What follows belongs to an exercise in optimizing a design on an open flow for small area; a production flow would make more cautious choices.
Function was checked by simulation only, so behaviour that the tests miss may differ from the original.
No activity file was given, so power comes from the tool's default toggle rates.

==> design.v <==
module blinkled
(
  input CLK,
  input RST,
  output [32-1:0] maxi_awaddr,
  output [8-1:0] maxi_awlen,
  output [3-1:0] maxi_awsize,
  output [2-1:0] maxi_awburst,
  output [1-1:0] maxi_awlock,
  output [4-1:0] maxi_awcache,
  output [3-1:0] maxi_awprot,
  output [4-1:0] maxi_awqos,
  output [2-1:0] maxi_awuser,
  output maxi_awvalid,
  input maxi_awready,
  output [32-1:0] maxi_wdata,
  output [4-1:0] maxi_wstrb,
  output maxi_wlast,
  output maxi_wvalid,
  input maxi_wready,
  input [2-1:0] maxi_bresp,
  input maxi_bvalid,
  output maxi_bready,
  output [32-1:0] maxi_araddr,
  output [8-1:0] maxi_arlen,
  output [3-1:0] maxi_arsize,
  output [2-1:0] maxi_arburst,
  output [1-1:0] maxi_arlock,
  output [4-1:0] maxi_arcache,
  output [3-1:0] maxi_arprot,
  output [4-1:0] maxi_arqos,
  output [2-1:0] maxi_aruser,
  output maxi_arvalid,
  input maxi_arready,
  input [32-1:0] maxi_rdata,
  input [2-1:0] maxi_rresp,
  input maxi_rlast,
  input maxi_rvalid,
  output maxi_rready,
  input [32-1:0] saxi_awaddr,
  input [4-1:0] saxi_awcache,
  input [3-1:0] saxi_awprot,
  input saxi_awvalid,
  output saxi_awready,
  input [32-1:0] saxi_wdata,
  input [4-1:0] saxi_wstrb,
  input saxi_wvalid,
  output saxi_wready,
  output [2-1:0] saxi_bresp,
  output saxi_bvalid,
  input saxi_bready,
  input [32-1:0] saxi_araddr,
  input [4-1:0] saxi_arcache,
  input [3-1:0] saxi_arprot,
  input saxi_arvalid,
  output saxi_arready,
  output [32-1:0] saxi_rdata,
  output [2-1:0] saxi_rresp,
  output saxi_rvalid,
  input saxi_rready
);
  assign maxi_awlen   = 8'd0;
  assign maxi_awsize  = 3'd2;
  assign maxi_awburst = 2'd1;
  assign maxi_awlock  = 1'd0;
  assign maxi_awcache = 4'd3;
  assign maxi_awprot  = 3'd0;
  assign maxi_awqos   = 4'd0;
  assign maxi_awuser  = 2'd0;
  assign maxi_wstrb   = 4'hf;
  assign maxi_wlast   = 1'b1;
  assign maxi_bready  = 1'b1;
  assign maxi_arlen   = 8'd0;
  assign maxi_arsize  = 3'd2;
  assign maxi_arburst = 2'd1;
  assign maxi_arlock  = 1'd0;
  assign maxi_arcache = 4'd3;
  assign maxi_arprot  = 3'd0;
  assign maxi_arqos   = 4'd0;
  assign maxi_aruser  = 2'd0;
  assign saxi_bresp   = 2'd0;
  assign saxi_rresp   = 2'd0;
  reg [31:0] r_n, r_a, r_b, r_c, r_s6, r_s7;
  reg        bvalid_r, rvalid_r, rbusy;
  reg [2:0]  raddr;
  wire       busy;
  wire wr = saxi_awvalid & saxi_wvalid & ~bvalid_r;
  wire rd = saxi_arvalid & ~rvalid_r;
  assign saxi_awready = wr;
  assign saxi_wready  = wr;
  assign saxi_arready = ~rvalid_r;
  assign saxi_bvalid  = bvalid_r;
  assign saxi_rvalid  = rvalid_r;
  reg [31:0] rdata_mux;
  always @* begin
    case (raddr)
      3'd2: rdata_mux = r_n;
      3'd3: rdata_mux = r_a;
      3'd4: rdata_mux = r_b;
      3'd5: rdata_mux = r_c;
      3'd6: rdata_mux = r_s6;
      3'd7: rdata_mux = r_s7;
      default: rdata_mux = {31'd0, rbusy};
    endcase
  end
  assign saxi_rdata = rdata_mux;
  wire start = wr & (saxi_awaddr[4:2] == 3'd0) & (saxi_wdata == 32'd1);
  always @(posedge CLK) begin
    if (RST) begin
      bvalid_r <= 1'b0;
      rvalid_r <= 1'b0;
    end else begin
      if (wr) bvalid_r <= 1'b1;
      else if (saxi_bready) bvalid_r <= 1'b0;
      if (rd) rvalid_r <= 1'b1;
      else if (saxi_rready) rvalid_r <= 1'b0;
    end
    if (rd) begin
      raddr <= saxi_araddr[4:2];
      rbusy <= busy;
    end
    if (wr) begin
      case (saxi_awaddr[4:2])
        3'd2: r_n  <= saxi_wdata;
        3'd3: r_a  <= saxi_wdata;
        3'd4: r_b  <= saxi_wdata;
        3'd5: r_c  <= saxi_wdata;
        3'd6: r_s6 <= saxi_wdata;
        3'd7: r_s7 <= saxi_wdata;
        default: ;
      endcase
    end
  end
  wire [4:0] n5  = r_n[4:0];
  wire [3:0] nm1 = n5 - 5'd1;
  function [29:0] addr_add;
    input [29:0] base;
    input [7:0]  off;
    reg c;
    reg p;
    integer i;
    begin
      c = 1'b0;
      for (i = 0; i < 8; i = i + 1) begin
        addr_add[i] = base[i] ^ off[i] ^ c;
        c = (base[i] & off[i]) | (c & (base[i] ^ off[i]));
      end
      p = 1'b1;
      for (i = 8; i < 30; i = i + 1) begin
        addr_add[i] = base[i] ^ (c & p);
        p = p & base[i];
      end
    end
  endfunction
  reg       ar_run, ar_sel;
  reg [3:0] ak, aj, ai;
  reg [7:0] arow, boff;
  reg       aw_v;
  reg [1:0] wcnt;
  wire ak_last = (ak == nm1);
  wire aj_last = (aj == nm1);
  wire ai_last = (ai == nm1);
  wire elem_end = ar_sel & ak_last;
  wire [7:0]  rowoff = arow + {4'd0, aw_v ? aj : ak};
  wire [7:0]  off    = (ar_sel & ~aw_v) ? boff : rowoff;
  wire [29:0] base   = aw_v ? r_c[31:2] : ar_sel ? r_b[31:2] : r_a[31:2];
  wire [29:0] addr   = addr_add(base, off);
  assign maxi_araddr  = {addr, 2'b00};
  assign maxi_awaddr  = {addr, 2'b00};
  assign maxi_arvalid = ar_run & ~aw_v & ~(elem_end & (wcnt == 2'd3));
  assign maxi_awvalid = aw_v;
  assign busy = ar_run | (wcnt != 2'd0);
  wire ar_hs = maxi_arvalid & maxi_arready;
  wire job_end = elem_end & aj_last & ai_last;
  always @(posedge CLK) begin
    if (RST) begin
      ar_run <= 1'b0;
      aw_v <= 1'b0;
      wcnt <= 2'd0;
    end else begin
      if (start) ar_run <= 1'b1;
      else if (ar_hs & job_end) ar_run <= 1'b0;
      if (start | (ar_hs & elem_end & ~job_end)) aw_v <= 1'b1;
      else if (maxi_awready) aw_v <= 1'b0;
      wcnt <= wcnt + {1'b0, start | (ar_hs & elem_end & ~job_end)} - {1'b0, maxi_bvalid};
    end
    if (start) begin
      ar_sel <= 1'b0;
      ak <= 4'd0; aj <= 4'd0; ai <= 4'd0;
      arow <= 8'd0; boff <= 8'd0;
    end else if (ar_hs) begin
      ar_sel <= ~ar_sel;
      if (ar_sel) begin
        boff <= (ak_last & aj_last) ? 8'd0 : boff + 8'd1;
        ak <= ak_last ? 4'd0 : ak + 4'd1;
        if (ak_last) begin
          aj <= aj_last ? 4'd0 : aj + 4'd1;
          if (aj_last) begin
            arow <= arow + {3'd0, n5};
            ai <= ai + 4'd1;
          end
        end
      end
    end
  end
  localparam Q_A = 3'd0, Q_A3 = 3'd1, Q_L = 3'd2, Q_W = 3'd3,
             Q_B0 = 3'd4, Q_B1 = 3'd5, Q_B2 = 3'd6;
  reg [2:0]  q;
  reg [31:0] X, acc;
  reg [2:0]  cr;
  reg [3:0]  ck;
  wire qa     = (q[2:1] == 2'b00);             
  wire slice3 = (q == Q_A3) | (q == Q_L);
  wire bslice = q[2] & ~(q[1] & q[0]);         
  reg [8:0] ybus;
  always @* begin
    case (q[1:0])
      2'd0: ybus = {maxi_rdata[7:0], 1'b0};
      2'd1: ybus = maxi_rdata[15:7];
      default: ybus = maxi_rdata[23:15];
    endcase
  end
  wire [8:0]  y  = ({9{slice3}} & X[8:0]) | ({9{bslice}} & ybus);
  wire [31:0] xm = slice3 ? {X[31:9], 9'd0} : X;
  wire [31:0] sum;
  wire [2:0]  co;
  mac_core u_mac (.x(xm), .y(y), .acc(acc), .ci(cr), .sum(sum), .co(co));
  assign maxi_rready = qa | (q == Q_B2);
  assign maxi_wdata  = acc;
  assign maxi_wvalid = (q == Q_W) & (cr == 3'd0);
  wire w_hs = maxi_wvalid & maxi_wready;
  always @(posedge CLK) begin
    if (RST | start) begin
      q <= Q_A;
    end else begin
      case (q)
        Q_A, Q_A3: if (maxi_rvalid) q <= Q_B0;
                   else q <= Q_A;
        Q_B0: if (maxi_rvalid) q <= Q_B1;
        Q_B1: if (maxi_rvalid) q <= Q_B2;
        Q_B2: if (maxi_rvalid) q <= (ck == nm1) ? Q_L : Q_A3;
        Q_L: q <= Q_W;
        Q_W: if (w_hs) q <= Q_A;
        default: q <= Q_A;
      endcase
    end
    if (start | w_hs) begin
      acc <= 32'd0;
      cr <= 3'd0;
      ck <= 4'd0;
    end else if (~(bslice & ~maxi_rvalid)) begin
      acc <= sum;
      cr <= co;
    end
    if (qa) X <= maxi_rdata;
    else if (bslice & maxi_rvalid) begin
      if (q == Q_B2) begin
        X <= {X[23:1], maxi_rdata[31:23]};
        ck <= ck + 4'd1;
      end else begin
        X <= {X[23:0], 8'd0};
      end
    end
  end
endmodule
module mac_core (
  input  [31:0] x,
  input  [8:0]  y,
  input  [31:0] acc,
  input  [2:0]  ci,
  output [31:0] sum,
  output [2:0]  co
);
  wire one1 = y[1] ^ y[0];
  wire two2 = (y[2] & ~y[1] & ~y[0]) | (~y[2] & y[1] & y[0]);
  wire neg3 = y[2] & ~(y[1] & y[0]);
  wire pp4 = ((one1 & x[0]) ^ neg3);
  wire pp5 = (((one1 & x[1]) | (two2 & x[0])) ^ neg3);
  wire pp6 = (((one1 & x[2]) | (two2 & x[1])) ^ neg3);
  wire pp7 = (((one1 & x[3]) | (two2 & x[2])) ^ neg3);
  wire pp8 = (((one1 & x[4]) | (two2 & x[3])) ^ neg3);
  wire pp9 = (((one1 & x[5]) | (two2 & x[4])) ^ neg3);
  wire pp10 = (((one1 & x[6]) | (two2 & x[5])) ^ neg3);
  wire pp11 = (((one1 & x[7]) | (two2 & x[6])) ^ neg3);
  wire pp12 = (((one1 & x[8]) | (two2 & x[7])) ^ neg3);
  wire pp13 = (((one1 & x[9]) | (two2 & x[8])) ^ neg3);
  wire pp14 = (((one1 & x[10]) | (two2 & x[9])) ^ neg3);
  wire pp15 = (((one1 & x[11]) | (two2 & x[10])) ^ neg3);
  wire pp16 = (((one1 & x[12]) | (two2 & x[11])) ^ neg3);
  wire pp17 = (((one1 & x[13]) | (two2 & x[12])) ^ neg3);
  wire pp18 = (((one1 & x[14]) | (two2 & x[13])) ^ neg3);
  wire pp19 = (((one1 & x[15]) | (two2 & x[14])) ^ neg3);
  wire pp20 = (((one1 & x[16]) | (two2 & x[15])) ^ neg3);
  wire pp21 = (((one1 & x[17]) | (two2 & x[16])) ^ neg3);
  wire pp22 = (((one1 & x[18]) | (two2 & x[17])) ^ neg3);
  wire pp23 = (((one1 & x[19]) | (two2 & x[18])) ^ neg3);
  wire pp24 = (((one1 & x[20]) | (two2 & x[19])) ^ neg3);
  wire pp25 = (((one1 & x[21]) | (two2 & x[20])) ^ neg3);
  wire pp26 = (((one1 & x[22]) | (two2 & x[21])) ^ neg3);
  wire pp27 = (((one1 & x[23]) | (two2 & x[22])) ^ neg3);
  wire pp28 = (((one1 & x[24]) | (two2 & x[23])) ^ neg3);
  wire pp29 = (((one1 & x[25]) | (two2 & x[24])) ^ neg3);
  wire pp30 = (((one1 & x[26]) | (two2 & x[25])) ^ neg3);
  wire pp31 = (((one1 & x[27]) | (two2 & x[26])) ^ neg3);
  wire pp32 = (((one1 & x[28]) | (two2 & x[27])) ^ neg3);
  wire pp33 = (((one1 & x[29]) | (two2 & x[28])) ^ neg3);
  wire pp34 = (((one1 & x[30]) | (two2 & x[29])) ^ neg3);
  wire pp35 = (((one1 & x[31]) | (two2 & x[30])) ^ neg3);
  wire one36 = y[3] ^ y[2];
  wire two37 = (y[4] & ~y[3] & ~y[2]) | (~y[4] & y[3] & y[2]);
  wire neg38 = y[4] & ~(y[3] & y[2]);
  wire pp39 = ((one36 & x[0]) ^ neg38);
  wire pp40 = (((one36 & x[1]) | (two37 & x[0])) ^ neg38);
  wire pp41 = (((one36 & x[2]) | (two37 & x[1])) ^ neg38);
  wire pp42 = (((one36 & x[3]) | (two37 & x[2])) ^ neg38);
  wire pp43 = (((one36 & x[4]) | (two37 & x[3])) ^ neg38);
  wire pp44 = (((one36 & x[5]) | (two37 & x[4])) ^ neg38);
  wire pp45 = (((one36 & x[6]) | (two37 & x[5])) ^ neg38);
  wire pp46 = (((one36 & x[7]) | (two37 & x[6])) ^ neg38);
  wire pp47 = (((one36 & x[8]) | (two37 & x[7])) ^ neg38);
  wire pp48 = (((one36 & x[9]) | (two37 & x[8])) ^ neg38);
  wire pp49 = (((one36 & x[10]) | (two37 & x[9])) ^ neg38);
  wire pp50 = (((one36 & x[11]) | (two37 & x[10])) ^ neg38);
  wire pp51 = (((one36 & x[12]) | (two37 & x[11])) ^ neg38);
  wire pp52 = (((one36 & x[13]) | (two37 & x[12])) ^ neg38);
  wire pp53 = (((one36 & x[14]) | (two37 & x[13])) ^ neg38);
  wire pp54 = (((one36 & x[15]) | (two37 & x[14])) ^ neg38);
  wire pp55 = (((one36 & x[16]) | (two37 & x[15])) ^ neg38);
  wire pp56 = (((one36 & x[17]) | (two37 & x[16])) ^ neg38);
  wire pp57 = (((one36 & x[18]) | (two37 & x[17])) ^ neg38);
  wire pp58 = (((one36 & x[19]) | (two37 & x[18])) ^ neg38);
  wire pp59 = (((one36 & x[20]) | (two37 & x[19])) ^ neg38);
  wire pp60 = (((one36 & x[21]) | (two37 & x[20])) ^ neg38);
  wire pp61 = (((one36 & x[22]) | (two37 & x[21])) ^ neg38);
  wire pp62 = (((one36 & x[23]) | (two37 & x[22])) ^ neg38);
  wire pp63 = (((one36 & x[24]) | (two37 & x[23])) ^ neg38);
  wire pp64 = (((one36 & x[25]) | (two37 & x[24])) ^ neg38);
  wire pp65 = (((one36 & x[26]) | (two37 & x[25])) ^ neg38);
  wire pp66 = (((one36 & x[27]) | (two37 & x[26])) ^ neg38);
  wire pp67 = (((one36 & x[28]) | (two37 & x[27])) ^ neg38);
  wire pp68 = (((one36 & x[29]) | (two37 & x[28])) ^ neg38);
  wire one69 = y[5] ^ y[4];
  wire two70 = (y[6] & ~y[5] & ~y[4]) | (~y[6] & y[5] & y[4]);
  wire neg71 = y[6] & ~(y[5] & y[4]);
  wire pp72 = ((one69 & x[0]) ^ neg71);
  wire pp73 = (((one69 & x[1]) | (two70 & x[0])) ^ neg71);
  wire pp74 = (((one69 & x[2]) | (two70 & x[1])) ^ neg71);
  wire pp75 = (((one69 & x[3]) | (two70 & x[2])) ^ neg71);
  wire pp76 = (((one69 & x[4]) | (two70 & x[3])) ^ neg71);
  wire pp77 = (((one69 & x[5]) | (two70 & x[4])) ^ neg71);
  wire pp78 = (((one69 & x[6]) | (two70 & x[5])) ^ neg71);
  wire pp79 = (((one69 & x[7]) | (two70 & x[6])) ^ neg71);
  wire pp80 = (((one69 & x[8]) | (two70 & x[7])) ^ neg71);
  wire pp81 = (((one69 & x[9]) | (two70 & x[8])) ^ neg71);
  wire pp82 = (((one69 & x[10]) | (two70 & x[9])) ^ neg71);
  wire pp83 = (((one69 & x[11]) | (two70 & x[10])) ^ neg71);
  wire pp84 = (((one69 & x[12]) | (two70 & x[11])) ^ neg71);
  wire pp85 = (((one69 & x[13]) | (two70 & x[12])) ^ neg71);
  wire pp86 = (((one69 & x[14]) | (two70 & x[13])) ^ neg71);
  wire pp87 = (((one69 & x[15]) | (two70 & x[14])) ^ neg71);
  wire pp88 = (((one69 & x[16]) | (two70 & x[15])) ^ neg71);
  wire pp89 = (((one69 & x[17]) | (two70 & x[16])) ^ neg71);
  wire pp90 = (((one69 & x[18]) | (two70 & x[17])) ^ neg71);
  wire pp91 = (((one69 & x[19]) | (two70 & x[18])) ^ neg71);
  wire pp92 = (((one69 & x[20]) | (two70 & x[19])) ^ neg71);
  wire pp93 = (((one69 & x[21]) | (two70 & x[20])) ^ neg71);
  wire pp94 = (((one69 & x[22]) | (two70 & x[21])) ^ neg71);
  wire pp95 = (((one69 & x[23]) | (two70 & x[22])) ^ neg71);
  wire pp96 = (((one69 & x[24]) | (two70 & x[23])) ^ neg71);
  wire pp97 = (((one69 & x[25]) | (two70 & x[24])) ^ neg71);
  wire pp98 = (((one69 & x[26]) | (two70 & x[25])) ^ neg71);
  wire pp99 = (((one69 & x[27]) | (two70 & x[26])) ^ neg71);
  wire one100 = y[7] ^ y[6];
  wire two101 = (y[8] & ~y[7] & ~y[6]) | (~y[8] & y[7] & y[6]);
  wire neg102 = y[8] & ~(y[7] & y[6]);
  wire pp103 = ((one100 & x[0]) ^ neg102);
  wire pp104 = (((one100 & x[1]) | (two101 & x[0])) ^ neg102);
  wire pp105 = (((one100 & x[2]) | (two101 & x[1])) ^ neg102);
  wire pp106 = (((one100 & x[3]) | (two101 & x[2])) ^ neg102);
  wire pp107 = (((one100 & x[4]) | (two101 & x[3])) ^ neg102);
  wire pp108 = (((one100 & x[5]) | (two101 & x[4])) ^ neg102);
  wire pp109 = (((one100 & x[6]) | (two101 & x[5])) ^ neg102);
  wire pp110 = (((one100 & x[7]) | (two101 & x[6])) ^ neg102);
  wire pp111 = (((one100 & x[8]) | (two101 & x[7])) ^ neg102);
  wire pp112 = (((one100 & x[9]) | (two101 & x[8])) ^ neg102);
  wire pp113 = (((one100 & x[10]) | (two101 & x[9])) ^ neg102);
  wire pp114 = (((one100 & x[11]) | (two101 & x[10])) ^ neg102);
  wire pp115 = (((one100 & x[12]) | (two101 & x[11])) ^ neg102);
  wire pp116 = (((one100 & x[13]) | (two101 & x[12])) ^ neg102);
  wire pp117 = (((one100 & x[14]) | (two101 & x[13])) ^ neg102);
  wire pp118 = (((one100 & x[15]) | (two101 & x[14])) ^ neg102);
  wire pp119 = (((one100 & x[16]) | (two101 & x[15])) ^ neg102);
  wire pp120 = (((one100 & x[17]) | (two101 & x[16])) ^ neg102);
  wire pp121 = (((one100 & x[18]) | (two101 & x[17])) ^ neg102);
  wire pp122 = (((one100 & x[19]) | (two101 & x[18])) ^ neg102);
  wire pp123 = (((one100 & x[20]) | (two101 & x[19])) ^ neg102);
  wire pp124 = (((one100 & x[21]) | (two101 & x[20])) ^ neg102);
  wire pp125 = (((one100 & x[22]) | (two101 & x[21])) ^ neg102);
  wire pp126 = (((one100 & x[23]) | (two101 & x[22])) ^ neg102);
  wire pp127 = (((one100 & x[24]) | (two101 & x[23])) ^ neg102);
  wire pp128 = (((one100 & x[25]) | (two101 & x[24])) ^ neg102);
  wire s129 = pp8 ^ pp41;
  wire c130 = pp8 & pp41;
  wire s131 = pp9 ^ pp42;
  wire c132 = pp9 & pp42;
  wire p133 = pp10 ^ pp43;
  wire s134 = p133 ^ pp74;
  wire c135 = (pp10 & pp43) | (p133 & pp74);
  wire s136 = pp103 ^ neg102;
  wire c137 = pp103 & neg102;
  wire p138 = pp11 ^ pp44;
  wire s139 = p138 ^ pp75;
  wire c140 = (pp11 & pp44) | (p138 & pp75);
  wire s141 = pp104 ^ acc[7];
  wire c142 = pp104 & acc[7];
  wire p143 = pp12 ^ pp45;
  wire s144 = p143 ^ pp76;
  wire c145 = (pp12 & pp45) | (p143 & pp76);
  wire s146 = pp105 ^ acc[8];
  wire c147 = pp105 & acc[8];
  wire p148 = pp13 ^ pp46;
  wire s149 = p148 ^ pp77;
  wire c150 = (pp13 & pp46) | (p148 & pp77);
  wire s151 = pp106 ^ acc[9];
  wire c152 = pp106 & acc[9];
  wire p153 = pp14 ^ pp47;
  wire s154 = p153 ^ pp78;
  wire c155 = (pp14 & pp47) | (p153 & pp78);
  wire s156 = pp107 ^ acc[10];
  wire c157 = pp107 & acc[10];
  wire p158 = pp15 ^ pp48;
  wire s159 = p158 ^ pp79;
  wire c160 = (pp15 & pp48) | (p158 & pp79);
  wire s161 = pp108 ^ acc[11];
  wire c162 = pp108 & acc[11];
  wire p163 = pp16 ^ pp49;
  wire s164 = p163 ^ pp80;
  wire c165 = (pp16 & pp49) | (p163 & pp80);
  wire s166 = pp109 ^ acc[12];
  wire c167 = pp109 & acc[12];
  wire p168 = pp17 ^ pp50;
  wire s169 = p168 ^ pp81;
  wire c170 = (pp17 & pp50) | (p168 & pp81);
  wire s171 = pp110 ^ acc[13];
  wire c172 = pp110 & acc[13];
  wire p173 = pp18 ^ pp51;
  wire s174 = p173 ^ pp82;
  wire c175 = (pp18 & pp51) | (p173 & pp82);
  wire s176 = pp111 ^ acc[14];
  wire c177 = pp111 & acc[14];
  wire p178 = pp19 ^ pp52;
  wire s179 = p178 ^ pp83;
  wire c180 = (pp19 & pp52) | (p178 & pp83);
  wire s181 = pp112 ^ acc[15];
  wire c182 = pp112 & acc[15];
  wire p183 = pp20 ^ pp53;
  wire s184 = p183 ^ pp84;
  wire c185 = (pp20 & pp53) | (p183 & pp84);
  wire s186 = pp113 ^ acc[16];
  wire c187 = pp113 & acc[16];
  wire p188 = pp21 ^ pp54;
  wire s189 = p188 ^ pp85;
  wire c190 = (pp21 & pp54) | (p188 & pp85);
  wire s191 = pp114 ^ acc[17];
  wire c192 = pp114 & acc[17];
  wire p193 = pp22 ^ pp55;
  wire s194 = p193 ^ pp86;
  wire c195 = (pp22 & pp55) | (p193 & pp86);
  wire s196 = pp115 ^ acc[18];
  wire c197 = pp115 & acc[18];
  wire p198 = pp23 ^ pp56;
  wire s199 = p198 ^ pp87;
  wire c200 = (pp23 & pp56) | (p198 & pp87);
  wire s201 = pp116 ^ acc[19];
  wire c202 = pp116 & acc[19];
  wire p203 = pp24 ^ pp57;
  wire s204 = p203 ^ pp88;
  wire c205 = (pp24 & pp57) | (p203 & pp88);
  wire s206 = pp117 ^ acc[20];
  wire c207 = pp117 & acc[20];
  wire p208 = pp25 ^ pp58;
  wire s209 = p208 ^ pp89;
  wire c210 = (pp25 & pp58) | (p208 & pp89);
  wire s211 = pp118 ^ acc[21];
  wire c212 = pp118 & acc[21];
  wire p213 = pp26 ^ pp59;
  wire s214 = p213 ^ pp90;
  wire c215 = (pp26 & pp59) | (p213 & pp90);
  wire s216 = pp119 ^ acc[22];
  wire c217 = pp119 & acc[22];
  wire p218 = pp27 ^ pp60;
  wire s219 = p218 ^ pp91;
  wire c220 = (pp27 & pp60) | (p218 & pp91);
  wire s221 = pp120 ^ acc[23];
  wire c222 = pp120 & acc[23];
  wire p223 = pp28 ^ pp61;
  wire s224 = p223 ^ pp92;
  wire c225 = (pp28 & pp61) | (p223 & pp92);
  wire s226 = pp121 ^ acc[24];
  wire c227 = pp121 & acc[24];
  wire p228 = pp29 ^ pp62;
  wire s229 = p228 ^ pp93;
  wire c230 = (pp29 & pp62) | (p228 & pp93);
  wire s231 = pp122 ^ acc[25];
  wire c232 = pp122 & acc[25];
  wire p233 = pp30 ^ pp63;
  wire s234 = p233 ^ pp94;
  wire c235 = (pp30 & pp63) | (p233 & pp94);
  wire s236 = pp123 ^ acc[26];
  wire c237 = pp123 & acc[26];
  wire p238 = pp31 ^ pp64;
  wire s239 = p238 ^ pp95;
  wire c240 = (pp31 & pp64) | (p238 & pp95);
  wire s241 = pp124 ^ acc[27];
  wire c242 = pp124 & acc[27];
  wire p243 = pp32 ^ pp65;
  wire s244 = p243 ^ pp96;
  wire c245 = (pp32 & pp65) | (p243 & pp96);
  wire s246 = pp125 ^ acc[28];
  wire c247 = pp125 & acc[28];
  wire p248 = pp33 ^ pp66;
  wire s249 = p248 ^ pp97;
  wire c250 = (pp33 & pp66) | (p248 & pp97);
  wire s251 = pp126 ^ acc[29];
  wire c252 = pp126 & acc[29];
  wire p253 = pp34 ^ pp67;
  wire s254 = p253 ^ pp98;
  wire c255 = (pp34 & pp67) | (p253 & pp98);
  wire s256 = pp127 ^ acc[30];
  wire c257 = pp127 & acc[30];
  wire p258 = pp35 ^ pp68;
  wire s259 = p258 ^ pp99;
  wire c260 = (pp35 & pp68) | (p258 & pp99);
  wire s261 = pp128 ^ acc[31];
  wire c262 = pp128 & acc[31];
  wire s263 = pp6 ^ pp39;
  wire c264 = pp6 & pp39;
  wire s265 = pp7 ^ pp40;
  wire c266 = pp7 & pp40;
  wire p267 = s129 ^ pp72;
  wire s268 = p267 ^ neg71;
  wire c269 = (s129 & pp72) | (p267 & neg71);
  wire p270 = s131 ^ pp73;
  wire s271 = p270 ^ acc[5];
  wire c272 = (s131 & pp73) | (p270 & acc[5]);
  wire p273 = s134 ^ s136;
  wire s274 = p273 ^ acc[6];
  wire c275 = (s134 & s136) | (p273 & acc[6]);
  wire p276 = s139 ^ s141;
  wire s277 = p276 ^ c135;
  wire c278 = (s139 & s141) | (p276 & c135);
  wire p279 = s144 ^ s146;
  wire s280 = p279 ^ c140;
  wire c281 = (s144 & s146) | (p279 & c140);
  wire p282 = s149 ^ s151;
  wire s283 = p282 ^ c145;
  wire c284 = (s149 & s151) | (p282 & c145);
  wire p285 = s154 ^ s156;
  wire s286 = p285 ^ c150;
  wire c287 = (s154 & s156) | (p285 & c150);
  wire p288 = s159 ^ s161;
  wire s289 = p288 ^ c155;
  wire c290 = (s159 & s161) | (p288 & c155);
  wire p291 = s164 ^ s166;
  wire s292 = p291 ^ c160;
  wire c293 = (s164 & s166) | (p291 & c160);
  wire p294 = s169 ^ s171;
  wire s295 = p294 ^ c165;
  wire c296 = (s169 & s171) | (p294 & c165);
  wire p297 = s174 ^ s176;
  wire s298 = p297 ^ c170;
  wire c299 = (s174 & s176) | (p297 & c170);
  wire p300 = s179 ^ s181;
  wire s301 = p300 ^ c175;
  wire c302 = (s179 & s181) | (p300 & c175);
  wire p303 = s184 ^ s186;
  wire s304 = p303 ^ c180;
  wire c305 = (s184 & s186) | (p303 & c180);
  wire p306 = s189 ^ s191;
  wire s307 = p306 ^ c185;
  wire c308 = (s189 & s191) | (p306 & c185);
  wire p309 = s194 ^ s196;
  wire s310 = p309 ^ c190;
  wire c311 = (s194 & s196) | (p309 & c190);
  wire p312 = s199 ^ s201;
  wire s313 = p312 ^ c195;
  wire c314 = (s199 & s201) | (p312 & c195);
  wire p315 = s204 ^ s206;
  wire s316 = p315 ^ c200;
  wire c317 = (s204 & s206) | (p315 & c200);
  wire p318 = s209 ^ s211;
  wire s319 = p318 ^ c205;
  wire c320 = (s209 & s211) | (p318 & c205);
  wire p321 = s214 ^ s216;
  wire s322 = p321 ^ c210;
  wire c323 = (s214 & s216) | (p321 & c210);
  wire p324 = s219 ^ s221;
  wire s325 = p324 ^ c215;
  wire c326 = (s219 & s221) | (p324 & c215);
  wire p327 = s224 ^ s226;
  wire s328 = p327 ^ c220;
  wire c329 = (s224 & s226) | (p327 & c220);
  wire p330 = s229 ^ s231;
  wire s331 = p330 ^ c225;
  wire c332 = (s229 & s231) | (p330 & c225);
  wire p333 = s234 ^ s236;
  wire s334 = p333 ^ c230;
  wire c335 = (s234 & s236) | (p333 & c230);
  wire p336 = s239 ^ s241;
  wire s337 = p336 ^ c235;
  wire c338 = (s239 & s241) | (p336 & c235);
  wire p339 = s244 ^ s246;
  wire s340 = p339 ^ c240;
  wire c341 = (s244 & s246) | (p339 & c240);
  wire p342 = s249 ^ s251;
  wire s343 = p342 ^ c245;
  wire c344 = (s249 & s251) | (p342 & c245);
  wire p345 = s254 ^ s256;
  wire s346 = p345 ^ c250;
  wire c347 = (s254 & s256) | (p345 & c250);
  wire p348 = s259 ^ s261;
  wire s349 = p348 ^ c255;
  wire c350 = (s259 & s261) | (p348 & c255);
  wire s351 = pp4 ^ neg3;
  wire c352 = pp4 & neg3;
  wire s353 = pp5 ^ acc[1];
  wire c354 = pp5 & acc[1];
  wire p355 = s263 ^ neg38;
  wire s356 = p355 ^ acc[2];
  wire c357 = (s263 & neg38) | (p355 & acc[2]);
  wire p358 = s265 ^ acc[3];
  wire s359 = p358 ^ c264;
  wire c360 = (s265 & acc[3]) | (p358 & c264);
  wire p361 = s268 ^ acc[4];
  wire s362 = p361 ^ c266;
  wire c363 = (s268 & acc[4]) | (p361 & c266);
  wire p364 = s271 ^ c130;
  wire s365 = p364 ^ c269;
  wire c366 = (s271 & c130) | (p364 & c269);
  wire p367 = s274 ^ c132;
  wire s368 = p367 ^ c272;
  wire c369 = (s274 & c132) | (p367 & c272);
  wire p370 = s277 ^ c137;
  wire s371 = p370 ^ c275;
  wire c372 = (s277 & c137) | (p370 & c275);
  wire p373 = s280 ^ c142;
  wire s374 = p373 ^ c278;
  wire c375 = (s280 & c142) | (p373 & c278);
  wire p376 = s283 ^ c147;
  wire s377 = p376 ^ c281;
  wire c378 = (s283 & c147) | (p376 & c281);
  wire p379 = s286 ^ c152;
  wire s380 = p379 ^ c284;
  wire c381 = (s286 & c152) | (p379 & c284);
  wire p382 = s289 ^ c157;
  wire s383 = p382 ^ c287;
  wire c384 = (s289 & c157) | (p382 & c287);
  wire p385 = s292 ^ c162;
  wire s386 = p385 ^ c290;
  wire c387 = (s292 & c162) | (p385 & c290);
  wire p388 = s295 ^ c167;
  wire s389 = p388 ^ c293;
  wire c390 = (s295 & c167) | (p388 & c293);
  wire p391 = s298 ^ c172;
  wire s392 = p391 ^ c296;
  wire c393 = (s298 & c172) | (p391 & c296);
  wire p394 = s301 ^ c177;
  wire s395 = p394 ^ c299;
  wire c396 = (s301 & c177) | (p394 & c299);
  wire p397 = s304 ^ c182;
  wire s398 = p397 ^ c302;
  wire c399 = (s304 & c182) | (p397 & c302);
  wire p400 = s307 ^ c187;
  wire s401 = p400 ^ c305;
  wire c402 = (s307 & c187) | (p400 & c305);
  wire p403 = s310 ^ c192;
  wire s404 = p403 ^ c308;
  wire c405 = (s310 & c192) | (p403 & c308);
  wire p406 = s313 ^ c197;
  wire s407 = p406 ^ c311;
  wire c408 = (s313 & c197) | (p406 & c311);
  wire p409 = s316 ^ c202;
  wire s410 = p409 ^ c314;
  wire c411 = (s316 & c202) | (p409 & c314);
  wire p412 = s319 ^ c207;
  wire s413 = p412 ^ c317;
  wire c414 = (s319 & c207) | (p412 & c317);
  wire p415 = s322 ^ c212;
  wire s416 = p415 ^ c320;
  wire c417 = (s322 & c212) | (p415 & c320);
  wire p418 = s325 ^ c217;
  wire s419 = p418 ^ c323;
  wire c420 = (s325 & c217) | (p418 & c323);
  wire p421 = s328 ^ c222;
  wire s422 = p421 ^ c326;
  wire c423 = (s328 & c222) | (p421 & c326);
  wire p424 = s331 ^ c227;
  wire s425 = p424 ^ c329;
  wire c426 = (s331 & c227) | (p424 & c329);
  wire p427 = s334 ^ c232;
  wire s428 = p427 ^ c332;
  wire c429 = (s334 & c232) | (p427 & c332);
  wire p430 = s337 ^ c237;
  wire s431 = p430 ^ c335;
  wire c432 = (s337 & c237) | (p430 & c335);
  wire p433 = s340 ^ c242;
  wire s434 = p433 ^ c338;
  wire c435 = (s340 & c242) | (p433 & c338);
  wire p436 = s343 ^ c247;
  wire s437 = p436 ^ c341;
  wire c438 = (s343 & c247) | (p436 & c341);
  wire p439 = s346 ^ c252;
  wire s440 = p439 ^ c344;
  wire c441 = (s346 & c252) | (p439 & c344);
  wire p442 = s349 ^ c257;
  wire s443 = p442 ^ c347;
  wire c444 = (s349 & c257) | (p442 & c347);
  wire s445 = s351 ^ acc[0];
  wire c446 = s351 & acc[0];
  wire p447 = s353 ^ c352;
  wire s448 = p447 ^ c446;
  wire c449 = (s353 & c352) | (p447 & c446);
  wire p450 = s356 ^ c354;
  wire s451 = p450 ^ c449;
  wire c452 = (s356 & c354) | (p450 & c449);
  wire p453 = s359 ^ c357;
  wire s454 = p453 ^ c452;
  wire c455 = (s359 & c357) | (p453 & c452);
  wire p456 = s362 ^ c360;
  wire s457 = p456 ^ c455;
  wire c458 = (s362 & c360) | (p456 & c455);
  wire p459 = s365 ^ c363;
  wire s460 = p459 ^ c458;
  wire c461 = (s365 & c363) | (p459 & c458);
  wire p462 = s368 ^ c366;
  wire s463 = p462 ^ c461;
  wire c464 = (s368 & c366) | (p462 & c461);
  wire p465 = s371 ^ c369;
  wire s466 = p465 ^ c464;
  wire c467 = (s371 & c369) | (p465 & c464);
  wire p468 = s374 ^ c372;
  wire s469 = p468 ^ ci[0];
  wire c470 = (s374 & c372) | (p468 & ci[0]);
  wire p471 = s377 ^ c375;
  wire s472 = p471 ^ c470;
  wire c473 = (s377 & c375) | (p471 & c470);
  wire p474 = s380 ^ c378;
  wire s475 = p474 ^ c473;
  wire c476 = (s380 & c378) | (p474 & c473);
  wire p477 = s383 ^ c381;
  wire s478 = p477 ^ c476;
  wire c479 = (s383 & c381) | (p477 & c476);
  wire p480 = s386 ^ c384;
  wire s481 = p480 ^ c479;
  wire c482 = (s386 & c384) | (p480 & c479);
  wire p483 = s389 ^ c387;
  wire s484 = p483 ^ c482;
  wire c485 = (s389 & c387) | (p483 & c482);
  wire p486 = s392 ^ c390;
  wire s487 = p486 ^ c485;
  wire c488 = (s392 & c390) | (p486 & c485);
  wire p489 = s395 ^ c393;
  wire s490 = p489 ^ c488;
  wire c491 = (s395 & c393) | (p489 & c488);
  wire p492 = s398 ^ c396;
  wire s493 = p492 ^ ci[1];
  wire c494 = (s398 & c396) | (p492 & ci[1]);
  wire p495 = s401 ^ c399;
  wire s496 = p495 ^ c494;
  wire c497 = (s401 & c399) | (p495 & c494);
  wire p498 = s404 ^ c402;
  wire s499 = p498 ^ c497;
  wire c500 = (s404 & c402) | (p498 & c497);
  wire p501 = s407 ^ c405;
  wire s502 = p501 ^ c500;
  wire c503 = (s407 & c405) | (p501 & c500);
  wire p504 = s410 ^ c408;
  wire s505 = p504 ^ c503;
  wire c506 = (s410 & c408) | (p504 & c503);
  wire p507 = s413 ^ c411;
  wire s508 = p507 ^ c506;
  wire c509 = (s413 & c411) | (p507 & c506);
  wire p510 = s416 ^ c414;
  wire s511 = p510 ^ c509;
  wire c512 = (s416 & c414) | (p510 & c509);
  wire p513 = s419 ^ c417;
  wire s514 = p513 ^ c512;
  wire c515 = (s419 & c417) | (p513 & c512);
  wire p516 = s422 ^ c420;
  wire s517 = p516 ^ ci[2];
  wire c518 = (s422 & c420) | (p516 & ci[2]);
  wire p519 = s425 ^ c423;
  wire s520 = p519 ^ c518;
  wire c521 = (s425 & c423) | (p519 & c518);
  wire p522 = s428 ^ c426;
  wire s523 = p522 ^ c521;
  wire c524 = (s428 & c426) | (p522 & c521);
  wire p525 = s431 ^ c429;
  wire s526 = p525 ^ c524;
  wire c527 = (s431 & c429) | (p525 & c524);
  wire p528 = s434 ^ c432;
  wire s529 = p528 ^ c527;
  wire c530 = (s434 & c432) | (p528 & c527);
  wire p531 = s437 ^ c435;
  wire s532 = p531 ^ c530;
  wire c533 = (s437 & c435) | (p531 & c530);
  wire p534 = s440 ^ c438;
  wire s535 = p534 ^ c533;
  wire c536 = (s440 & c438) | (p534 & c533);
  wire p537 = s443 ^ c441;
  wire s538 = p537 ^ c536;
  wire c539 = (s443 & c441) | (p537 & c536);
  assign sum = {s538, s535, s532, s529, s526, s523, s520, s517, s514, s511, s508, s505, s502, s499, s496, s493, s490, s487, s484, s481, s478, s475, s472, s469, s466, s463, s460, s457, s454, s451, s448, s445};
  assign co = {c515, c491, c467};
endmodule
==> flow/run.sh <==
#!/bin/bash
# ORFS layout through the standard.sh, with these changes:
#  - after the standard synthesis, flow/fa_polarity.py re-chooses the
#    polarity of each full-adder cell (a full adder on inverted inputs gives
#    inverted outputs) to remove inverters; registers are untouched;
#  - smaller port buffers, one tie cell per constant;
#  - a clock tree of clkbuf_4 without dummy loads.
# Each tool's output goes to a log of its own in this folder.
set -euo pipefail
ARGS=(
  'BUFFER_PORTS_ARGS=-buffer_cell sky130_fd_sc_hd__buf_1'
  'SKIP_REPAIR_TIE_FANOUT=1'
  'CTS_ARGS=-sink_clustering_enable -repair_clock_nets -dont_use_dummy_load -sink_clustering_size 10 -sink_clustering_max_diameter 40 -buf_list {sky130_fd_sc_hd__clkbuf_4}'
)
R=orfs/results/sky130hd/blinkled/base
bash standard.sh "${ARGS[@]}" synth > flow_synth.log 2>&1
cp "$R/1_2_yosys.v" flow_1_2_yosys_standard.v
python3 flow/fa_polarity.py flow_1_2_yosys_standard.v "$R/1_2_yosys.v" > flow_fa_polarity.log 2>&1
rm -f "$R/1_synth.odb" "$R/1_synth.sdc"
bash standard.sh "${ARGS[@]}" finish > flow_make.log 2>&1
==> flow/fa_polarity.py <==
#!/usr/bin/env python3
"""Remove inverters around full-adder cells of a flat sky130hd netlist.

A full adder is self-dual: FA(~a, ~b, ~c) = (~sum, ~cout).  This script
chooses, for each sky130_fd_sc_hd__fa_* cell, whether to implement it on the
complemented inputs (giving complemented outputs), so that as few inverters
as possible are needed, and rewrites the netlist with one inverter per net
that needs one.  Registers and all other cells are left as they are.

usage: fa_polarity.py IN.v OUT.v
"""
import re
import sys

OUT_PINS = {"X", "Y", "Q", "Q_N", "SUM", "COUT", "HI", "LO"}

src = open(sys.argv[1]).read()
inst_re = re.compile(r"(?ms)^  (sky130_fd_sc_hd__(\w+)) (\S+) \((.*?)\n  \);\n")
pin_re = re.compile(r"\.(\w+)\(([^()]*)\)")

insts = []
for m in inst_re.finditer(src):
    pins = [(p, n.strip()) for p, n in pin_re.findall(m.group(4))]
    insts.append(dict(span=m.span(), cell=m.group(1), typ=m.group(2), name=m.group(3), pins=pins))

# output ports (bit-level names as they appear on pins)
outports = set()
for m in re.finditer(r"(?m)^  output (\[(\d+):(\d+)\] )?(\S+);", src):
    if m.group(1):
        hi, lo = int(m.group(2)), int(m.group(3))
        for b in range(min(hi, lo), max(hi, lo) + 1):
            outports.add(f"{m.group(4)}[{b}]")
    else:
        outports.add(m.group(4))

def is_inv(i):
    return re.fullmatch(r"(clk)?inv_\d+", i["typ"]) is not None

def is_fa(i):
    return re.fullmatch(r"fa_\d+", i["typ"]) is not None

# inverters we may remove: output net is not a port, input is not a constant
inv_of = {}   # output net -> input net
removable = set()
for k, i in enumerate(insts):
    if is_inv(i):
        d = dict(i["pins"])
        if d["Y"] not in outports and not d["A"].startswith(("1'", "0'")):
            inv_of[d["Y"]] = d["A"]
            removable.add(k)

def root(n):
    p = 0
    seen = 0
    while n in inv_of:
        n = inv_of[n]
        p ^= 1
        seen += 1
        if seen > 100:
            raise SystemExit("inverter loop")
    return n, p

# driver of each root net
drv = {}
for k, i in enumerate(insts):
    if k in removable:
        continue
    for p, n in i["pins"]:
        if p in OUT_PINS:
            drv[n] = k

# loads: (inst index, pin, root, parity)
loads = {}   # root -> list of (k, pin, parity)
for k, i in enumerate(insts):
    if k in removable:
        continue
    for p, n in i["pins"]:
        if p in OUT_PINS:
            continue
        r, par = root(n)
        loads.setdefault(r, []).append((k, p, par))
# output ports that are driven through removable inverters can't happen (kept)

fa_ids = [k for k, i in enumerate(insts) if is_fa(i)]
flip = {k: 0 for k in fa_ids}

def needs_inv(r):
    f = flip.get(drv.get(r, -1), 0)
    for k, p, par in loads.get(r, []):
        g = flip.get(k, 0)
        if par ^ g ^ f:
            return 1
    return 0

def roots_of(k):
    rs = set()
    for p, n in insts[k]["pins"]:
        if p in OUT_PINS:
            rs.add(n)
        else:
            rs.add(root(n)[0])
    return rs

before = sum(needs_inv(r) for r in loads)
changed = True
passes = 0
while changed and passes < 50:
    changed = False
    passes += 1
    for k in fa_ids:
        rs = roots_of(k)
        c0 = sum(needs_inv(r) for r in rs)
        flip[k] ^= 1
        c1 = sum(needs_inv(r) for r in rs)
        if c1 < c0:
            changed = True
        else:
            flip[k] ^= 1
# then a deterministic annealing pass, keeping the best assignment seen
import math
import random
rng = random.Random(1)
cur = sum(needs_inv(r) for r in loads)
best = dict(flip)
bestc = cur
STEPS = 200000
for it in range(STEPS):
    k = rng.choice(fa_ids)
    rs = roots_of(k)
    c0 = sum(needs_inv(r) for r in rs)
    flip[k] ^= 1
    d = sum(needs_inv(r) for r in rs) - c0
    T = max(0.05, 2.0 * (1 - it / STEPS))
    if d <= 0 or rng.random() < math.exp(-d / T):
        cur += d
        if cur < bestc:
            bestc = cur
            best = dict(flip)
    else:
        flip[k] ^= 1
flip.update(best)
after = sum(needs_inv(r) for r in loads)

# rewrite
def esc(n):
    return n + " " if n.startswith("\\") else n

newnet = {}
new_insts = []
for r in sorted(loads):
    if needs_inv(r):
        idx = len(newnet)
        nn = f"_fapol_n{idx}_"
        newnet[r] = nn
        new_insts.append(f"  sky130_fd_sc_hd__inv_1 _fapol_i{idx}_ (\n    .A({esc(r)}),\n    .Y({nn})\n  );\n")

def pin_net(k, p, n):
    r, par = root(n)
    f = flip.get(drv.get(r, -1), 0)
    g = flip.get(k, 0)
    return newnet[r] if (par ^ g ^ f) else r

out = []
pos = 0
for k, i in enumerate(insts):
    s, e = i["span"]
    out.append(src[pos:s])
    pos = e
    if k in removable:
        continue
    body = []
    for p, n in i["pins"]:
        body.append(f"    .{p}({esc(n if p in OUT_PINS else pin_net(k, p, n))})")
    out.append(f"  {i['cell']} {i['name']} (\n" + ",\n".join(body) + "\n  );\n")
rest = src[pos:]
decl = "".join(f"  wire {nn};\n" for nn in newnet.values())
ins = "".join(new_insts)
endm = rest.rindex("endmodule")
out.append(rest[:endm] + decl + ins + rest[endm:])
open(sys.argv[2], "w").write("".join(out))
print(f"fa cells {len(fa_ids)}, flipped {sum(flip.values())}, removable inverters {len(removable)}, "
      f"inverters before {before} (kept {len(insts) and sum(1 for i in insts if is_inv(i)) - len(removable)}), after {after}")
==> standard.sh <==
#!/bin/bash
# synth_recipe.tcl (not shown) runs the flow's synth.tcl, then flattens the netlist and writes it again
# the make line also repeats each setting of config.mk as NAME=value (left out here)
make -C /OpenROAD-flow-scripts/flow DESIGN_CONFIG=/design/flow/config.mk WORK_HOME=/design/flow/orfs CLKGATE_MAP_FILE= SYNTH_SCRIPT=/design/flow/synth_recipe.tcl "${@:-finish}"
==> config.mk <==
export PLATFORM = sky130hd
export DESIGN_NAME = blinkled
export DESIGN_NICKNAME = blinkled
export VERILOG_FILES = /design/flow/design.v
export SDC_FILE = /design/flow/constraint.sdc
export NUM_CORES = 4
export LEC_CHECK = 0
export CAP_MARGIN = 0
export CORE_MARGIN = 2
export CORE_UTILIZATION = 60
export SLEW_MARGIN = 0
==> constraint.sdc <==
create_clock -name core_clock -period 10.0 [get_ports {CLK}]
set_input_delay 2.0000 -clock core_clock [delete_from_list [all_inputs] [get_ports {CLK}]]
set_output_delay 2.0000 -clock core_clock [all_outputs]
set_load 0.01 [all_outputs]
==> metrics.yaml <==
power.leakage_nw: 7.849
fillers: 2724
clockRootBuffer: "clkbuf_4"
die_height_um: 185.7
dr.max_layer_used: "met5"
netlist_instances: 1775
grt_start_max_net_pins: 55
cpMostUsedCell: "fa_1"
slew_at_the_pin_closest_to_its_max_slew_limit_ns: 1.043
cts_htree_levels: 2
finalSetupViolations: 0
cts-root-to-sink-buffers: 3
grtUsageTotal_pct: 29.43
achievable_clock_frequency_ghz: 0.1043
crit_path_top_delay_cell: "or4b_4"
drt_first_pass_iters: 6
drt.antenna.violating_nets: 0
drt_iter0_markers: 1121
multi_input_area_um2: 9963
cellPowerDensity_nw_per_um2: 296.2
final_weighted_congestion_of_routability_driven_global_placement: 0.8540
tritoncts: "done"
crit_fanout: 4
startpoint_type: "flop"
ioPinCount: 364
cell_count_after_placement: 2252
net_count_after_synthesis: 2111
via_per_inst: 6.026
critPathRequiredTime_ns: 8.00
detail_route.wl_per_cell_um: 21.72
hp-class: "reg -> reg"
final.min_clock_period_ns: 9.585
drc: 0
run_status: "finished clean"
dpl.hpwl_mm: 34.00
die_span_in_x_um: 185.7
cts_buffers: 49
floorplan.initialDensity_pct: 60.86
slew_viol_final: 0
finalPower_w: 0.006148
nets: 2197
rsz0062_at_grt: "false"
grt_antenna_before_repair: 5
die_area_um2: 34470
max-slew-margin-rel_pct: 30.31
fp.coreArea_um2: 32540
totalNegativeSetupSlack_ns: 0
wl_mm: 50.07
first_global_vias: 13810
met3WireLength_mm: 3.719
crit_path_end_kind: "output port"
layout.cells.non_filler: 2305
grt_pass1_wl_mm: 76.87
area.growth.synth_to_final_pct: 4.815
critical_path_class: "reg -> out"
path_clk_slew_ns: 0.10
yosys_warnings: 1
final-seq-area_um2: 8389
portBuffers: 214
clock_tree_skew_after_final_layout_ns: 0.06831
total_standard_cell_area_after_synthesis_um2: 19800
wl_met2_mm: 24.84
finalHoldViolCount: 0
cts.sink_count: 305
critical_path_arrival_ns: 7.59
detailroute.via_count: 13890
route.layer.met1.wl_mm: 19.72
placementRows: 66
worst_ir_drop_vdd_mv: 0.2891
drive_gt1_share_pct: 9.414
cap_viol_max_count: 0
longest_individual_stage_delay_on_the_worst_path_ns: 0.55
clock_insertion_delay_at_the_later_pin_of_the_skew_report_ns: 0.81
fin_hold_ws_ns: 0.4738
post_synth.cell_area_avg_um2: 11.16
final_clock_period_utilization_by_the_worst_path_pct: 95.85
hold_fix_buffers_cts: 0
worstPathCellList: "mux2_2 -> ha_1 -> fa_1 -> mux2i_1 -> fa_1 -> fa_1 -> fa_1 -> fa_1 -> fa_1 -> fa_1 -> fa_1 -> inv_1 -> o211ai_2 -> nor4_4 -> or4b_4 -> or3_4 -> nand2b_4 -> nor4_4 -> xnor2_1 -> buf_1"
globalRoute.totalOverflow: 0
==> placed cells by master, fill, tap and decap left out, types with 5 or more instances in the layout <==
master    instances
nand2b_1          6
a211oi_1         12
edfxtp_1        228
a22o_1            8
xor2_1           87
inv_1            92
a21oi_1          64
or2_2             6
xnor2_1         102
nor4_1            9
nor2_4            5
o21ai_0          28
dfxtp_1          76
mux2_2           47
a22oi_1         195
fa_1            119
a32oi_1           8
nand3_1          50
mux2i_1          39
nor3_1           11
nand4_1          15
nand2_1         105
nor2_1          103
a31oi_1           6
buf_4            36
and2_1            5
nor2b_1           8
clkbuf_4         49
buf_1           214
ha_1             54
==> area by class of cell <==
class	count	area share [%]
Multi-Input combinational cell	1160	48.01
Sequential cell	305	40.42
Timing Repair Buffer	253	5.420
Tap cell	442	2.665
Clock buffer	49	1.772
Inverter	92	1.664
Antenna cell	4	0.04823
==> critical path, delay by kind of cell (launching register included) <==
family	cells	cell delay, ns
DFF	1	0.41
AOI/OAI and AO/OA	1	0.15
muxes	2	0.45
adders and majority gates	9	3.62
and+or+nand+nor	5	1.67
xor gates and xnor gates	1	0.17
buffers and inverters	2	0.32
==> layer usage <==
layer / GRT usage [%] / vias up
met3: 6.359 / 118
li1: - / 6364
met4: 11.56 / 2
met2: 50.15 / 515
met1: 36.70 / 6890
met5: 0 / -
==> path summary, 6_finish.rpt <==
path                              start         endpoint  slack [ns]  cells past startpoint
worst min register to register  acc[19]          acc[19]        0.47                      2
worst max register to register     q[1]          acc[15]        1.36                     24
worst min-delay path            acc[19]          acc[19]        0.47                      2
worst max-delay path               aw_v  maxi_awaddr[24]        0.41                     20
==> power by group <==
part	leakage [nW]	switching (W)	total (W)	internal, W
Combinational	4.88	0.00197	0.00382	0.00185
Clock	0.225	0.000426	0.000649	0.000223
Sequential	2.74	0.000128	0.00168	0.00155
Total	7.85	0.00252	0.00615	0.00363
==> what timing repair did <==
item / in CTS / in global routing
buffers inserted: 0 / 0
gates resized for setup: 0 / 3
endpoints found under the setup margin: 0 / 10
==> state kept, by name (all words and copies together), names as in the netlist, 2 cells and up <==
signal  count
X          32
acc        32
r_a        32
r_b        32
r_c        32
r_n        32
r_s6       32
r_s7       32
arow        8
boff        8
ai          4
aj          4
ak          4
ck          4
cr          3
q           3
raddr       3
wcnt        2
==> metrics by stage <==
stage | utilization, % | setup WS, ns | area [um^2]
2_1_floorplan | - | 0.7614 | 19800
3_3_place_gp | 62.57 | 0.5459 | 20360
3_5_place_dp | 62.57 | 0.4704 | 20360
4_1_cts | 63.70 | 0.05295 | 20720
5_1_grt | 63.78 | 0.08086 | 20750
6_report | 63.79 | 0.4146 | 20750

==> re-timing with driven ports <==
The flow's constraints put no driver on any port. The routed layout listed below was extracted and timed again, unchanged, in two steps. Step 1 (the two cells are an assumption about what drives the block):
set clk [get_ports {CLK}]
set_driving_cell -lib_cell sky130_fd_sc_hd__clkbuf_16 $clk
set_driving_cell -lib_cell sky130_fd_sc_hd__buf_2 [delete_from_list [all_inputs] $clk]
Step 2 times the ports against the registers' clock, not the clock port: input delays grow and output delays shrink by t, the midpoint of the rising clock arrivals with the driver on. a / b / c = no drivers / after step 1 / after step 2; a / b = the first two.
t, ns: 0.814
setup WS [ns]: 0.415 / 0.364 / 0.443
worst hold slack (ns): 0.474 / 0.474 / 0.474
worst setup path at the end: input to register
clock arrival spread, ns: 0.099 / 0.099
After both steps setup and hold are still met in this run. For this run, drivers alone change the setup slack by -0.051 ns; drivers and shift together by +0.028 ns.
